What follows belongs to an exercise in optimizing a design on an open flow for small area and a short achievable clock period; a production flow would make more cautious choices.
The RTL was checked by simulation tests, not by an equivalence proof against the original design.

## flow/design.v (module list and top-level ports; edited modules follow where they fit)
// module mul: 11507 lines
// module mul_fa: 6 lines
// module mul_ha: 6 lines
// module mul_bsgn: 5 lines
// module mul_bsel: 5 lines
module mul (
	clk, reset, is_signed, is_high, go, is_mulw, src_A, src_B, rob_ptr_in, prf_ptr_in,
	y, complete, rob_ptr_out, prf_ptr_val_out, prf_ptr_out
);
  // ...
==> flow/flow/run.sh <==
#!/bin/bash
# The standard layout (standard.sh), with two changes to how it is made:
#  - the resizer repairs setup timing as if the clock were 7.96 ns shorter
#    (the SDC, clock period and I/O delays are unchanged);
#  - ports are buffered with sky130_fd_sc_hd__buf_1 (resized later as needed).
set -euo pipefail
bash standard.sh SETUP_SLACK_MARGIN=7.96 "BUFFER_PORTS_ARGS=-buffer_cell sky130_fd_sc_hd__buf_1" finish > make_finish.log 2>&1
==> flow/standard.sh <==
#!/bin/bash
# synth_recipe.tcl (not shown) runs the flow's synth.tcl, then flattens the netlist and writes it again
# the make line also repeats each setting of config.mk as NAME=value (left out here)
make -C /OpenROAD-flow-scripts/flow DESIGN_CONFIG=/design/flow/config.mk WORK_HOME=/design/flow/orfs CLKGATE_MAP_FILE= SYNTH_SCRIPT=/design/flow/synth_recipe.tcl "${@:-finish}"
==> flow/config.mk <==
export PLATFORM = sky130hd
export DESIGN_NAME = mul
export DESIGN_NICKNAME = mul
export VERILOG_FILES = /design/flow/design.v
export SDC_FILE = /design/flow/constraint.sdc
export NUM_CORES = 4
export LEC_CHECK = 0
export ABC_CLOCK_PERIOD_IN_PS = 3000
export CAP_MARGIN = 20
export CORE_MARGIN = 2
export CORE_UTILIZATION = 50
export CTS_CLUSTER_DIAMETER = 100
export CTS_CLUSTER_SIZE = 20
export SETUP_SLACK_MARGIN = 3
export SLEW_MARGIN = 20
export SYNTH_HIERARCHICAL = 1
export TNS_END_PERCENT = 100
==> flow/constraint.sdc <==
create_clock -name core_clock -period 11.5 [get_ports {clk}]
set_input_delay 2.3000 -clock core_clock [delete_from_list [all_inputs] [get_ports {clk}]]
set_output_delay 2.3000 -clock core_clock [all_outputs]
set_load 0.01 [all_outputs]
==> summary.txt, run 1 <==
Yosys
  – Most area-consuming cells after synthesis: fa_1 39%, dfxtp_1 19%, xnor2_1 19%
  – Synth area leader: fa_1
  – Synth unique cells: 84
  – Prevailing post-synth register cell: dfxtp_1

Finish
  – Nets@finish: 11.8k
  – Non-Clock Inverter Count: 212
  – Final std cells w/o fill: 12.3k
  – Multi-input combinational area share: 0.706
  – Largest Register: r1_cs
  – Multi-input gate area in the final layout: 82000 µm²
  – Ant. Diodes: 56

Detailed routing
  – Post-DRT Antenna Nets: 0
  – Met2 routed WL: 191000 µm
  – WL final: 498000 µm

Critical path
  – CP cell instances: buf_12, xnor2_1, o22ai_1, fa_1, fa_1, fa_1, fa_1
  – CP startpoint: r_a[6]
  – WP data arrival: 4.30 ns
  – Worst Setup End Kind: flip-flop
  – Crit path max-delay family: adder cells
  – R2r startpoint: r_a[6]
  – Critical Path End: r1_cs[246]

Global routing
  – Vias in the first global route: 90.0k
  – First-pass GRT wire length: 677000 µm
  – Busiest grt layer: met2
  – GR Util met3: 0.246
  – Total grt overflow: 0

Outcome
  – Run status: complete, no violations

STA
  – Final setup margin: 7.83 ns
==> run 2, diff against run 1 <==
--- a/flow/design.v
+++ b/flow/design.v
@@ -38,24 +38,25 @@
 	genvar g;
 	generate for (g = 0; g < 33; g = g + 1) begin : enc
 		assign neg[g] = bx[2*g+2] & ~(bx[2*g+1] & bx[2*g]);
 		assign onen[g] = ~(bx[2*g+1] ^ bx[2*g]);
 		assign twon[g] = ~((bx[2*g+2] ^ bx[2*g+1]) & onen[g]);
 	end endgenerate
 	reg [63:0] r_a;
 	reg r_sa;
-	reg [32:0] r_neg, r_onen, r_twon;
+	reg [32:0] r_neg, r_onen;
+	reg [31:0] r_twon;
 	reg [2:0] r_hi, r_w;
 	always @(posedge clk) begin
 		r_a <= src_A;
 		r_sa <= sa;
 		r_neg <= neg;
 		r_onen <= onen;
-		r_twon <= twon;
+		r_twon <= twon[31:0];
 		r_hi <= {r_hi[1:0], is_high};
 		r_w <= {r_w[1:0], is_mulw};
 	end
 	wire [64:0] xn0;
 	wire pp0_0;
 	wire pp0_1;
 	wire pp0_2;
 	wire pp0_3;
@@ -8645,80 +8646,80 @@
 	mul_bsel u_pp31_58 (.xn0(xn31[58]), .xn1(xn31[57]), .onen(r_onen[31]), .twon(r_twon[31]), .pp(pp31_58));
 	mul_bsel u_pp31_59 (.xn0(xn31[59]), .xn1(xn31[58]), .onen(r_onen[31]), .twon(r_twon[31]), .pp(pp31_59));
 	mul_bsel u_pp31_60 (.xn0(xn31[60]), .xn1(xn31[59]), .onen(r_onen[31]), .twon(r_twon[31]), .pp(pp31_60));
 	mul_bsel u_pp31_61 (.xn0(xn31[61]), .xn1(xn31[60]), .onen(r_onen[31]), .twon(r_twon[31]), .pp(pp31_61));
 	mul_bsel u_pp31_62 (.xn0(xn31[62]), .xn1(xn31[61]), .onen(r_onen[31]), .twon(r_twon[31]), .pp(pp31_62));
 	mul_bsel u_pp31_63 (.xn0(xn31[63]), .xn1(xn31[62]), .onen(r_onen[31]), .twon(r_twon[31]), .pp(pp31_63));
 	mul_bsel u_pp31_64 (.xn0(xn31[64]), .xn1(xn31[63]), .onen(r_onen[31]), .twon(r_twon[31]), .pp(pp31_64));
 	mul_bsgn u_ps31 (.xn(xn31[64]), .onen(r_onen[31]), .twon(r_twon[31]), .ps(ps31));
-	mul_bsel u_pp32_0 (.xn0(xn32[0]), .xn1(~r_neg[32]), .onen(r_onen[32]), .twon(r_twon[32]), .pp(pp32_0));
-	mul_bsel u_pp32_1 (.xn0(xn32[1]), .xn1(xn32[0]), .onen(r_onen[32]), .twon(r_twon[32]), .pp(pp32_1));
-	mul_bsel u_pp32_2 (.xn0(xn32[2]), .xn1(xn32[1]), .onen(r_onen[32]), .twon(r_twon[32]), .pp(pp32_2));
-	mul_bsel u_pp32_3 (.xn0(xn32[3]), .xn1(xn32[2]), .onen(r_onen[32]), .twon(r_twon[32]), .pp(pp32_3));
-	mul_bsel u_pp32_4 (.xn0(xn32[4]), .xn1(xn32[3]), .onen(r_onen[32]), .twon(r_twon[32]), .pp(pp32_4));
-	mul_bsel u_pp32_5 (.xn0(xn32[5]), .xn1(xn32[4]), .onen(r_onen[32]), .twon(r_twon[32]), .pp(pp32_5));
-	mul_bsel u_pp32_6 (.xn0(xn32[6]), .xn1(xn32[5]), .onen(r_onen[32]), .twon(r_twon[32]), .pp(pp32_6));
-	mul_bsel u_pp32_7 (.xn0(xn32[7]), .xn1(xn32[6]), .onen(r_onen[32]), .twon(r_twon[32]), .pp(pp32_7));
-	mul_bsel u_pp32_8 (.xn0(xn32[8]), .xn1(xn32[7]), .onen(r_onen[32]), .twon(r_twon[32]), .pp(pp32_8));
-	mul_bsel u_pp32_9 (.xn0(xn32[9]), .xn1(xn32[8]), .onen(r_onen[32]), .twon(r_twon[32]), .pp(pp32_9));
-	mul_bsel u_pp32_10 (.xn0(xn32[10]), .xn1(xn32[9]), .onen(r_onen[32]), .twon(r_twon[32]), .pp(pp32_10));
-	mul_bsel u_pp32_11 (.xn0(xn32[11]), .xn1(xn32[10]), .onen(r_onen[32]), .twon(r_twon[32]), .pp(pp32_11));
-	mul_bsel u_pp32_12 (.xn0(xn32[12]), .xn1(xn32[11]), .onen(r_onen[32]), .twon(r_twon[32]), .pp(pp32_12));
-	mul_bsel u_pp32_13 (.xn0(xn32[13]), .xn1(xn32[12]), .onen(r_onen[32]), .twon(r_twon[32]), .pp(pp32_13));
-	mul_bsel u_pp32_14 (.xn0(xn32[14]), .xn1(xn32[13]), .onen(r_onen[32]), .twon(r_twon[32]), .pp(pp32_14));
-	mul_bsel u_pp32_15 (.xn0(xn32[15]), .xn1(xn32[14]), .onen(r_onen[32]), .twon(r_twon[32]), .pp(pp32_15));
-	mul_bsel u_pp32_16 (.xn0(xn32[16]), .xn1(xn32[15]), .onen(r_onen[32]), .twon(r_twon[32]), .pp(pp32_16));
-	mul_bsel u_pp32_17 (.xn0(xn32[17]), .xn1(xn32[16]), .onen(r_onen[32]), .twon(r_twon[32]), .pp(pp32_17));
-	mul_bsel u_pp32_18 (.xn0(xn32[18]), .xn1(xn32[17]), .onen(r_onen[32]), .twon(r_twon[32]), .pp(pp32_18));
-	mul_bsel u_pp32_19 (.xn0(xn32[19]), .xn1(xn32[18]), .onen(r_onen[32]), .twon(r_twon[32]), .pp(pp32_19));
-	mul_bsel u_pp32_20 (.xn0(xn32[20]), .xn1(xn32[19]), .onen(r_onen[32]), .twon(r_twon[32]), .pp(pp32_20));
-	mul_bsel u_pp32_21 (.xn0(xn32[21]), .xn1(xn32[20]), .onen(r_onen[32]), .twon(r_twon[32]), .pp(pp32_21));
-	mul_bsel u_pp32_22 (.xn0(xn32[22]), .xn1(xn32[21]), .onen(r_onen[32]), .twon(r_twon[32]), .pp(pp32_22));
-	mul_bsel u_pp32_23 (.xn0(xn32[23]), .xn1(xn32[22]), .onen(r_onen[32]), .twon(r_twon[32]), .pp(pp32_23));
-	mul_bsel u_pp32_24 (.xn0(xn32[24]), .xn1(xn32[23]), .onen(r_onen[32]), .twon(r_twon[32]), .pp(pp32_24));
-	mul_bsel u_pp32_25 (.xn0(xn32[25]), .xn1(xn32[24]), .onen(r_onen[32]), .twon(r_twon[32]), .pp(pp32_25));
-	mul_bsel u_pp32_26 (.xn0(xn32[26]), .xn1(xn32[25]), .onen(r_onen[32]), .twon(r_twon[32]), .pp(pp32_26));
-	mul_bsel u_pp32_27 (.xn0(xn32[27]), .xn1(xn32[26]), .onen(r_onen[32]), .twon(r_twon[32]), .pp(pp32_27));
-	mul_bsel u_pp32_28 (.xn0(xn32[28]), .xn1(xn32[27]), .onen(r_onen[32]), .twon(r_twon[32]), .pp(pp32_28));
-	mul_bsel u_pp32_29 (.xn0(xn32[29]), .xn1(xn32[28]), .onen(r_onen[32]), .twon(r_twon[32]), .pp(pp32_29));
-	mul_bsel u_pp32_30 (.xn0(xn32[30]), .xn1(xn32[29]), .onen(r_onen[32]), .twon(r_twon[32]), .pp(pp32_30));
-	mul_bsel u_pp32_31 (.xn0(xn32[31]), .xn1(xn32[30]), .onen(r_onen[32]), .twon(r_twon[32]), .pp(pp32_31));
-	mul_bsel u_pp32_32 (.xn0(xn32[32]), .xn1(xn32[31]), .onen(r_onen[32]), .twon(r_twon[32]), .pp(pp32_32));
-	mul_bsel u_pp32_33 (.xn0(xn32[33]), .xn1(xn32[32]), .onen(r_onen[32]), .twon(r_twon[32]), .pp(pp32_33));
-	mul_bsel u_pp32_34 (.xn0(xn32[34]), .xn1(xn32[33]), .onen(r_onen[32]), .twon(r_twon[32]), .pp(pp32_34));
-	mul_bsel u_pp32_35 (.xn0(xn32[35]), .xn1(xn32[34]), .onen(r_onen[32]), .twon(r_twon[32]), .pp(pp32_35));
-	mul_bsel u_pp32_36 (.xn0(xn32[36]), .xn1(xn32[35]), .onen(r_onen[32]), .twon(r_twon[32]), .pp(pp32_36));
-	mul_bsel u_pp32_37 (.xn0(xn32[37]), .xn1(xn32[36]), .onen(r_onen[32]), .twon(r_twon[32]), .pp(pp32_37));
-	mul_bsel u_pp32_38 (.xn0(xn32[38]), .xn1(xn32[37]), .onen(r_onen[32]), .twon(r_twon[32]), .pp(pp32_38));
-	mul_bsel u_pp32_39 (.xn0(xn32[39]), .xn1(xn32[38]), .onen(r_onen[32]), .twon(r_twon[32]), .pp(pp32_39));
-	mul_bsel u_pp32_40 (.xn0(xn32[40]), .xn1(xn32[39]), .onen(r_onen[32]), .twon(r_twon[32]), .pp(pp32_40));
-	mul_bsel u_pp32_41 (.xn0(xn32[41]), .xn1(xn32[40]), .onen(r_onen[32]), .twon(r_twon[32]), .pp(pp32_41));
-	mul_bsel u_pp32_42 (.xn0(xn32[42]), .xn1(xn32[41]), .onen(r_onen[32]), .twon(r_twon[32]), .pp(pp32_42));
-	mul_bsel u_pp32_43 (.xn0(xn32[43]), .xn1(xn32[42]), .onen(r_onen[32]), .twon(r_twon[32]), .pp(pp32_43));
-	mul_bsel u_pp32_44 (.xn0(xn32[44]), .xn1(xn32[43]), .onen(r_onen[32]), .twon(r_twon[32]), .pp(pp32_44));
-	mul_bsel u_pp32_45 (.xn0(xn32[45]), .xn1(xn32[44]), .onen(r_onen[32]), .twon(r_twon[32]), .pp(pp32_45));
-	mul_bsel u_pp32_46 (.xn0(xn32[46]), .xn1(xn32[45]), .onen(r_onen[32]), .twon(r_twon[32]), .pp(pp32_46));
-	mul_bsel u_pp32_47 (.xn0(xn32[47]), .xn1(xn32[46]), .onen(r_onen[32]), .twon(r_twon[32]), .pp(pp32_47));
-	mul_bsel u_pp32_48 (.xn0(xn32[48]), .xn1(xn32[47]), .onen(r_onen[32]), .twon(r_twon[32]), .pp(pp32_48));
-	mul_bsel u_pp32_49 (.xn0(xn32[49]), .xn1(xn32[48]), .onen(r_onen[32]), .twon(r_twon[32]), .pp(pp32_49));
-	mul_bsel u_pp32_50 (.xn0(xn32[50]), .xn1(xn32[49]), .onen(r_onen[32]), .twon(r_twon[32]), .pp(pp32_50));
-	mul_bsel u_pp32_51 (.xn0(xn32[51]), .xn1(xn32[50]), .onen(r_onen[32]), .twon(r_twon[32]), .pp(pp32_51));
-	mul_bsel u_pp32_52 (.xn0(xn32[52]), .xn1(xn32[51]), .onen(r_onen[32]), .twon(r_twon[32]), .pp(pp32_52));
-	mul_bsel u_pp32_53 (.xn0(xn32[53]), .xn1(xn32[52]), .onen(r_onen[32]), .twon(r_twon[32]), .pp(pp32_53));
-	mul_bsel u_pp32_54 (.xn0(xn32[54]), .xn1(xn32[53]), .onen(r_onen[32]), .twon(r_twon[32]), .pp(pp32_54));
-	mul_bsel u_pp32_55 (.xn0(xn32[55]), .xn1(xn32[54]), .onen(r_onen[32]), .twon(r_twon[32]), .pp(pp32_55));
-	mul_bsel u_pp32_56 (.xn0(xn32[56]), .xn1(xn32[55]), .onen(r_onen[32]), .twon(r_twon[32]), .pp(pp32_56));
-	mul_bsel u_pp32_57 (.xn0(xn32[57]), .xn1(xn32[56]), .onen(r_onen[32]), .twon(r_twon[32]), .pp(pp32_57));
-	mul_bsel u_pp32_58 (.xn0(xn32[58]), .xn1(xn32[57]), .onen(r_onen[32]), .twon(r_twon[32]), .pp(pp32_58));
-	mul_bsel u_pp32_59 (.xn0(xn32[59]), .xn1(xn32[58]), .onen(r_onen[32]), .twon(r_twon[32]), .pp(pp32_59));
-	mul_bsel u_pp32_60 (.xn0(xn32[60]), .xn1(xn32[59]), .onen(r_onen[32]), .twon(r_twon[32]), .pp(pp32_60));
-	mul_bsel u_pp32_61 (.xn0(xn32[61]), .xn1(xn32[60]), .onen(r_onen[32]), .twon(r_twon[32]), .pp(pp32_61));
-	mul_bsel u_pp32_62 (.xn0(xn32[62]), .xn1(xn32[61]), .onen(r_onen[32]), .twon(r_twon[32]), .pp(pp32_62));
-	mul_bsel u_pp32_63 (.xn0(xn32[63]), .xn1(xn32[62]), .onen(r_onen[32]), .twon(r_twon[32]), .pp(pp32_63));
+	mul_bsel1 u_pp32_0 (.xn0(xn32[0]), .onen(r_onen[32]), .pp(pp32_0));
+	mul_bsel1 u_pp32_1 (.xn0(xn32[1]), .onen(r_onen[32]), .pp(pp32_1));
+	mul_bsel1 u_pp32_2 (.xn0(xn32[2]), .onen(r_onen[32]), .pp(pp32_2));
+	mul_bsel1 u_pp32_3 (.xn0(xn32[3]), .onen(r_onen[32]), .pp(pp32_3));
+	mul_bsel1 u_pp32_4 (.xn0(xn32[4]), .onen(r_onen[32]), .pp(pp32_4));
+	mul_bsel1 u_pp32_5 (.xn0(xn32[5]), .onen(r_onen[32]), .pp(pp32_5));
+	mul_bsel1 u_pp32_6 (.xn0(xn32[6]), .onen(r_onen[32]), .pp(pp32_6));
+	mul_bsel1 u_pp32_7 (.xn0(xn32[7]), .onen(r_onen[32]), .pp(pp32_7));
+	mul_bsel1 u_pp32_8 (.xn0(xn32[8]), .onen(r_onen[32]), .pp(pp32_8));
+	mul_bsel1 u_pp32_9 (.xn0(xn32[9]), .onen(r_onen[32]), .pp(pp32_9));
+	mul_bsel1 u_pp32_10 (.xn0(xn32[10]), .onen(r_onen[32]), .pp(pp32_10));
+	mul_bsel1 u_pp32_11 (.xn0(xn32[11]), .onen(r_onen[32]), .pp(pp32_11));
+	mul_bsel1 u_pp32_12 (.xn0(xn32[12]), .onen(r_onen[32]), .pp(pp32_12));
+	mul_bsel1 u_pp32_13 (.xn0(xn32[13]), .onen(r_onen[32]), .pp(pp32_13));
+	mul_bsel1 u_pp32_14 (.xn0(xn32[14]), .onen(r_onen[32]), .pp(pp32_14));
+	mul_bsel1 u_pp32_15 (.xn0(xn32[15]), .onen(r_onen[32]), .pp(pp32_15));
+	mul_bsel1 u_pp32_16 (.xn0(xn32[16]), .onen(r_onen[32]), .pp(pp32_16));
+	mul_bsel1 u_pp32_17 (.xn0(xn32[17]), .onen(r_onen[32]), .pp(pp32_17));
+	mul_bsel1 u_pp32_18 (.xn0(xn32[18]), .onen(r_onen[32]), .pp(pp32_18));
+	mul_bsel1 u_pp32_19 (.xn0(xn32[19]), .onen(r_onen[32]), .pp(pp32_19));
+	mul_bsel1 u_pp32_20 (.xn0(xn32[20]), .onen(r_onen[32]), .pp(pp32_20));
+	mul_bsel1 u_pp32_21 (.xn0(xn32[21]), .onen(r_onen[32]), .pp(pp32_21));
+	mul_bsel1 u_pp32_22 (.xn0(xn32[22]), .onen(r_onen[32]), .pp(pp32_22));
+	mul_bsel1 u_pp32_23 (.xn0(xn32[23]), .onen(r_onen[32]), .pp(pp32_23));
+	mul_bsel1 u_pp32_24 (.xn0(xn32[24]), .onen(r_onen[32]), .pp(pp32_24));
+	mul_bsel1 u_pp32_25 (.xn0(xn32[25]), .onen(r_onen[32]), .pp(pp32_25));
+	mul_bsel1 u_pp32_26 (.xn0(xn32[26]), .onen(r_onen[32]), .pp(pp32_26));
+	mul_bsel1 u_pp32_27 (.xn0(xn32[27]), .onen(r_onen[32]), .pp(pp32_27));
+	mul_bsel1 u_pp32_28 (.xn0(xn32[28]), .onen(r_onen[32]), .pp(pp32_28));
+	mul_bsel1 u_pp32_29 (.xn0(xn32[29]), .onen(r_onen[32]), .pp(pp32_29));
+	mul_bsel1 u_pp32_30 (.xn0(xn32[30]), .onen(r_onen[32]), .pp(pp32_30));
+	mul_bsel1 u_pp32_31 (.xn0(xn32[31]), .onen(r_onen[32]), .pp(pp32_31));
+	mul_bsel1 u_pp32_32 (.xn0(xn32[32]), .onen(r_onen[32]), .pp(pp32_32));
+	mul_bsel1 u_pp32_33 (.xn0(xn32[33]), .onen(r_onen[32]), .pp(pp32_33));
+	mul_bsel1 u_pp32_34 (.xn0(xn32[34]), .onen(r_onen[32]), .pp(pp32_34));
+	mul_bsel1 u_pp32_35 (.xn0(xn32[35]), .onen(r_onen[32]), .pp(pp32_35));
+	mul_bsel1 u_pp32_36 (.xn0(xn32[36]), .onen(r_onen[32]), .pp(pp32_36));
+	mul_bsel1 u_pp32_37 (.xn0(xn32[37]), .onen(r_onen[32]), .pp(pp32_37));
+	mul_bsel1 u_pp32_38 (.xn0(xn32[38]), .onen(r_onen[32]), .pp(pp32_38));
+	mul_bsel1 u_pp32_39 (.xn0(xn32[39]), .onen(r_onen[32]), .pp(pp32_39));
+	mul_bsel1 u_pp32_40 (.xn0(xn32[40]), .onen(r_onen[32]), .pp(pp32_40));
+	mul_bsel1 u_pp32_41 (.xn0(xn32[41]), .onen(r_onen[32]), .pp(pp32_41));
+	mul_bsel1 u_pp32_42 (.xn0(xn32[42]), .onen(r_onen[32]), .pp(pp32_42));
+	mul_bsel1 u_pp32_43 (.xn0(xn32[43]), .onen(r_onen[32]), .pp(pp32_43));
+	mul_bsel1 u_pp32_44 (.xn0(xn32[44]), .onen(r_onen[32]), .pp(pp32_44));
+	mul_bsel1 u_pp32_45 (.xn0(xn32[45]), .onen(r_onen[32]), .pp(pp32_45));
+	mul_bsel1 u_pp32_46 (.xn0(xn32[46]), .onen(r_onen[32]), .pp(pp32_46));
+	mul_bsel1 u_pp32_47 (.xn0(xn32[47]), .onen(r_onen[32]), .pp(pp32_47));
+	mul_bsel1 u_pp32_48 (.xn0(xn32[48]), .onen(r_onen[32]), .pp(pp32_48));
+	mul_bsel1 u_pp32_49 (.xn0(xn32[49]), .onen(r_onen[32]), .pp(pp32_49));
+	mul_bsel1 u_pp32_50 (.xn0(xn32[50]), .onen(r_onen[32]), .pp(pp32_50));
+	mul_bsel1 u_pp32_51 (.xn0(xn32[51]), .onen(r_onen[32]), .pp(pp32_51));
+	mul_bsel1 u_pp32_52 (.xn0(xn32[52]), .onen(r_onen[32]), .pp(pp32_52));
+	mul_bsel1 u_pp32_53 (.xn0(xn32[53]), .onen(r_onen[32]), .pp(pp32_53));
+	mul_bsel1 u_pp32_54 (.xn0(xn32[54]), .onen(r_onen[32]), .pp(pp32_54));
+	mul_bsel1 u_pp32_55 (.xn0(xn32[55]), .onen(r_onen[32]), .pp(pp32_55));
+	mul_bsel1 u_pp32_56 (.xn0(xn32[56]), .onen(r_onen[32]), .pp(pp32_56));
+	mul_bsel1 u_pp32_57 (.xn0(xn32[57]), .onen(r_onen[32]), .pp(pp32_57));
+	mul_bsel1 u_pp32_58 (.xn0(xn32[58]), .onen(r_onen[32]), .pp(pp32_58));
+	mul_bsel1 u_pp32_59 (.xn0(xn32[59]), .onen(r_onen[32]), .pp(pp32_59));
+	mul_bsel1 u_pp32_60 (.xn0(xn32[60]), .onen(r_onen[32]), .pp(pp32_60));
+	mul_bsel1 u_pp32_61 (.xn0(xn32[61]), .onen(r_onen[32]), .pp(pp32_61));
+	mul_bsel1 u_pp32_62 (.xn0(xn32[62]), .onen(r_onen[32]), .pp(pp32_62));
+	mul_bsel1 u_pp32_63 (.xn0(xn32[63]), .onen(r_onen[32]), .pp(pp32_63));
 	mul_fa u_s1 (.a(r_neg[1]), .b(pp0_2), .c(pp1_0), .s(s1), .co(c2));
 	mul_fa u_s3 (.a(pp0_3), .b(pp1_1), .c(c2), .s(s3), .co(c4));
 	mul_fa u_s5 (.a(r_neg[2]), .b(pp0_4), .c(pp1_2), .s(s5), .co(c6));
 	mul_fa u_s7 (.a(pp2_0), .b(s5), .c(c4), .s(s7), .co(c8));
 	mul_fa u_s9 (.a(pp0_5), .b(pp1_3), .c(pp2_1), .s(s9), .co(c10));
 	mul_fa u_s11 (.a(c6), .b(s9), .c(c8), .s(s11), .co(c12));
 	mul_fa u_s13 (.a(r_neg[3]), .b(pp0_6), .c(pp1_4), .s(s13), .co(c14));
 	mul_fa u_s15 (.a(pp2_2), .b(pp3_0), .c(c10), .s(s15), .co(c16));
@@ -11512,16 +11513,21 @@
 	assign co = (a & b) | (a & c) | (b & c);
 endmodule
 module mul_ha (a, b, s, co);
 	input wire a, b;
 	output wire s, co;
 	assign s = a ^ b;
 	assign co = a & b;
 endmodule
+module mul_bsel1 (xn0, onen, pp);
+	input wire xn0, onen;
+	output wire pp;
+	assign pp = ~(onen | xn0);
+endmodule
 module mul_bsgn (xn, onen, twon, ps);
 	input wire xn, onen, twon;
 	output wire ps;
 	assign ps = (onen & twon) | xn;
 endmodule
 module mul_bsel (xn0, xn1, onen, twon, pp);
 	input wire xn0, xn1, onen, twon;
 	output wire pp;
==> flow/flow/run.sh (replaced) <==
#!/bin/bash
# The standard layout (standard.sh), with two changes to how it is made:
#  - the resizer repairs setup timing as if the clock were 7.93 ns shorter
#    (the SDC, clock period and I/O delays are unchanged);
#  - ports are buffered with sky130_fd_sc_hd__buf_1 (resized later as needed).
set -euo pipefail
bash standard.sh SETUP_SLACK_MARGIN=7.93 "BUFFER_PORTS_ARGS=-buffer_cell sky130_fd_sc_hd__buf_1" finish > make_finish.log 2>&1
==> flow/config.mk (replaced) <==
export PLATFORM = sky130hd
export DESIGN_NAME = mul
export DESIGN_NICKNAME = mul
export VERILOG_FILES = /design/flow/design.v
export SDC_FILE = /design/flow/constraint.sdc
export NUM_CORES = 4
export LEC_CHECK = 0
export ABC_CLOCK_PERIOD_IN_PS = 3000
export CAP_MARGIN = 10
export CORE_MARGIN = 2
export CORE_UTILIZATION = 58
export CTS_CLUSTER_DIAMETER = 100
export CTS_CLUSTER_SIZE = 20
export SETUP_SLACK_MARGIN = 3
export SLEW_MARGIN = 10
export SYNTH_HIERARCHICAL = 1
export TNS_END_PERCENT = 100
==> run 2 against run 1 <==
Sequential share of layout area up 0.17 points. Non-clock buffer count down 27. Register-to-register slack worse by 0.06 ns. Fmax down 1.6%. Critical endpoint is now r1_cs[311]. Highest routed layer unchanged.
==> summary.txt, run 2 <==
Outcome
  – Run status: complete, no violations (unchanged)

Placed design
  – DP HPWL: 319000 µm (was 322000 µm)
  – Gpl congestion: 1.03 (was 1.02)
  – I/O Buffers: 223 (unchanged)

Yosys
  – Syn Std Cell Area: 105000 µm² (was 104000 µm²)
  – Most area-consuming cells after synthesis: fa_1 39%, dfxtp_1 19%, xnor2_1 18% (was fa_1 39%, dfxtp_1 19%, xnor2_1 19%)
  – Leading cell types by count after synthesis: 2200 x xnor2_1, 2082 x o22ai_1, 2026 x fa_1, 1013 x dfxtp_1, 309 x clkbuf_1 (was 2207 x xnor2_1, 2148 x o22ai_1, 2026 x fa_1, 1013 x dfxtp_1, 350 x clkbuf_1)
  – Syn_area_per_cell: 11.1 µm² (was 11.2 µm²)
  – Synth unique cells: 86 (was 84)
  – Seq/Total Area, Yosys: 0.194 (about the same)
  – Yosys warnings: 7 (unchanged)
  – Seq cells post-synth: 1013 (unchanged)
  – Synth area leader: fa_1 (unchanged)
  – Top-count cell post-synth: xnor2_1 (unchanged)
  – Top cell type's share of synthesized area: 0.388 (was 0.389)
  – Mapped Cells: 9385 (was 9287)
  – Post-synth EDFFs: 0 (unchanged)
  – Prevailing post-synth register cell: dfxtp_1 (unchanged)
  – Async SR Flop Fraction: 0 (unchanged)

Detailed routing
  – DRC: 0 (unchanged)
  – Wire length on met3: 96200 µm (was 90000 µm)
  – Via count: 92.5k (was 90.4k)
  – Wire per inst: 42.0 µm (was 40.4 µm)
  – Vias per inst: 7.76 (was 7.33)
  – Met2 routed WL: 189000 µm (was 191000 µm)
  – Highest routed layer: met5 (unchanged)
  – Initial detailed-routing violation count: 18.8k (was 16.5k)
  – Post-DRT Antenna Nets: 0 (unchanged)
  – DRT Pass-1 Iters: 20 (was 14)
  – WL final: 500000 µm (was 498000 µm)
  – Wire length on met1: 163000 µm (was 173000 µm)

STA
  – RSZ-0062 raised after global routing: yes (unchanged)
  – Clock Skews: 0.0703 ns (was 0.0794 ns)
  – Max_slew headroom: 0.222 (was 0.312)
  – Slew @ Worst Pin: 1.16 ns (was 1.03 ns)
  – Setup TNS: 0 ns (unchanged)
  – Final setup fails: 0 (unchanged)
  – Final period util: 0.324 (was 0.319)
  – Slew Limit Fails: 0 (unchanged)
  – Fin. Hold Viols: 0 (unchanged)
  – F_max: 0.268 GHz (was 0.273 GHz)
  – Min Tclk post-route: 3.73 ns (was 3.67 ns)

CTS
  – H-tree depth: 3 (unchanged)
  – CTS Buffer Depth: 3 (unchanged)
  – Clk sink count: 1013 (unchanged)
  – Clock transition at the registers of the reported paths: 0.09 ns (about the same)
  – CTS buffer count: 70 (unchanged)
  – CTS tree: done (unchanged)
  – Root Driver: clkbuf_16 (unchanged)
  – Worst-Skew Late Latency: 0.78 ns (was 0.81 ns)

Die
  – Core ar.: 179000 µm² (was 207000 µm²)
  – Die area: 184000 µm² (was 212000 µm²)
  – Die W: 429 µm (was 461 µm)
  – Ports: 224 (unchanged)
  – Placement Rows: 155 (was 167)
  – Die Span Y: 429 µm (was 461 µm)
  – Initial Util: 0.585 (was 0.503)

Critical path
  – R2R depth: 7 (unchanged)
  – Worst path required time: 12.15 ns (was 12.14 ns)
  – Crit-path slowest cell: xnor2_1 (unchanged)
  – Crit path max-delay family: adder cells (unchanged)
  – Worst Setup Start Kind: flip-flop (unchanged)
  – CP Class: flip-flop to flip-flop (unchanged)
  – CP cell instances: buf_16, xnor2_1, o22ai_1, fa_1, fa_1, fa_1, fa_1 (was buf_12, xnor2_1, o22ai_1, fa_1, fa_1, fa_1, fa_1)
  – Reg2reg end: r1_cs[311] (was r1_cs[246])
  – Worst Setup End Kind: flip-flop (unchanged)
  – R2r startpoint: r_neg[17] (was r_a[6])
  – WP data arrival: 4.38 ns (was 4.30 ns)
  – Buf/Inv on CP: 1 (unchanged)
  – Worst Path Max Fanout: 43 (was 33)
  – Max incr delay on CP: 0.62 ns (was 0.59 ns)
  – Most frequent CP cell: fa_1 (unchanged)
  – Reg2reg setup slack: 7.77 ns (was 7.83 ns)

Finish
  – Final core occ: 0.642 (was 0.560)
  – Fillers: 14.3k (was 17.9k)
  – Layout cells sized above 1: 0.0777 (was 0.0902)
  – Largest Register: r1_cs (unchanged)
  – Largest regs: r1_cs (546), r2_x (128) (unchanged)
  – Most common cell after layout, fill and taps aside: xnor2_1 (unchanged)
  – Sequential cell area: 20600 µm² (was 20700 µm²)
  – Multi-input gate area in the final layout: 81900 µm² (was 82000 µm²)
  – Most frequent cells in the layout: 2175 x xnor2_1, 2074 x o22ai_1, 2023 x fa_1 (was 2185 x xnor2_1, 2146 x o22ai_1, 2023 x fa_1)
  – Max FFs per register: 546 (unchanged)
  – P&R area growth vs syn: 9.73% (was 11.3%)
  – Nets@finish: 11.8k (about the same)

Global routing
  – First-pass GRT wire length: 683000 µm (was 677000 µm)
  – Total grt overflow: 0 (unchanged)
  – Initial antenna violation count: 56 (was 44)
  – Vias in the first global route: 92.4k (was 90.0k)
  – GRT Util Overall: 0.526 (was 0.453)
  – Pin count of the biggest net entering global routing: 67 (was 84)

Min path
  – Hold Crit Depth: 0 (unchanged)
  – Min-delay worst type: flip-flop to flip-flop (unchanged)
  – Hold EP: r_tag1[3] (was r_tag2[11])
  – Min-delay src: r_tag0[3] (was r_tag1[11])

Job
  – Max-cap violation count: 0 (unchanged)
[run 2: worst max path at each step]
stage                    from    endpoint  slack (ns)  depth (start not counted)
floorplan           r_neg[18]  r1_cs[325]        7.94                          9
global placement     r_neg[4]  r1_cs[108]        7.19                          7
detailed placement  r_neg[20]  r1_cs[344]        7.15                          7
CTS                   r_a[31]  r1_cs[344]        7.89                          7
global route        r_neg[19]  r1_cs[305]        7.91                          7
finish              r_neg[17]  r1_cs[311]        7.77                          7
[run 2: logic make-up (layout without fill, tap and decap cells)]
family	after synthesis	count (layout)	synth area share
multiplexers	7	7	0.000682
XOR/XNOR	2283	2283	0.191
buffers and inverters	791	885	0.0294
AO/OA/AOI/OAI	2502	2503	0.151
adder cells (fa/ha/maj)	2171	2171	0.405
flip-flops	1013	1013	0.194
AND/OR/NAND/NOR	617	617	0.0287
other	1	81	0.0000358
[run 2: Yosys stat by module (local to each module, per instance)]
module     flops+latches  cell area [µm²]  times used  cells inside
mul_bsel               0             6.26        2080             1
mul_bsel1              0             3.75          64             1
mul_ha                 0             12.5          28             1
mul_fa                 0             20.0        2026             1
mul_bsgn               0             7.51          32             1
mul                 1013            50200           1          5155
[run 2: layout make-up]
class,instances,share of cell area
inverters,211,0.00690
clock buffers,81,0.0159
multi-input cells,7582,0.713
clock inverters,30,0.00373
well taps,2355,0.0257
flip-flops and latches,1013,0.180
repair buffers,563,0.0530
diodes,80,0.00174
[run 2: routing by layer]
metal,GRT usage,vias up
li1,-,33300
met1,0.612,45300
met2,0.695,10600
met3,0.331,3264
met4,0.365,106
met5,0.0799,-
[run 2: stage by stage]
step                std cells  hold WS, ns  worst slack [ns]  cell area (µm²)
floorplan                9385        0.310              7.94           105000
global placement        11600        0.310              7.19           108000
detailed placement      11600        0.312              7.15           108000
CTS                     11800        0.330              7.89           113000
global route            11900        0.335              7.91           115000
finish                  11900        0.327              7.77           115000
[run 2: worst reg2reg max path, stage by stage, from the launching register on]
cell	delay, ns
dfxtp_4	0.40
buf_16	0.20
xnor2_1	0.76
o22ai_1	0.24
fa_1	0.59
fa_1	0.47
fa_1	0.56
fa_1	0.41
[run 2: timing repair]
item / in CTS / in global routing
hold buffers: 0 / 0
buffers inserted: 101 / 52
pin swaps: 7 / 10
gates cloned: 9 / 9
endpoints found under the setup margin: 568 / 240
gates resized for setup: 360 / 216

[re-timing with driven ports]
The results above use ideal ports. As a check the final layouts listed here were re-extracted and re-timed, cells and wires unchanged. Step 1 assumes that a clkbuf_16 drives the clock port and a buf_2 every other input. Step 2 moves the port delays by t, midway between the first and last clock arrival at a register: inputs arrive t later, outputs are due t later. That takes back most of the time a late clock gives input paths. Slacks: no drivers / after step 1 / after step 2; pairs: no drivers / after step 1.
| run | t, ns | slack for setup (ns) | clock arrival spread, ns |
|---|---|---|---|
| run 1 | 0.869 | 7.833 / 7.828 / 7.833 | 0.080 / 0.080 |
| run 2 | 0.834 | 7.772 / 7.772 / 7.718 | 0.072 / 0.071 |
After both steps setup and hold are still met in every run listed. The setup slack of run 2, which loses most, moves by 0.000 ns with the drivers and by -0.054 ns with both steps.
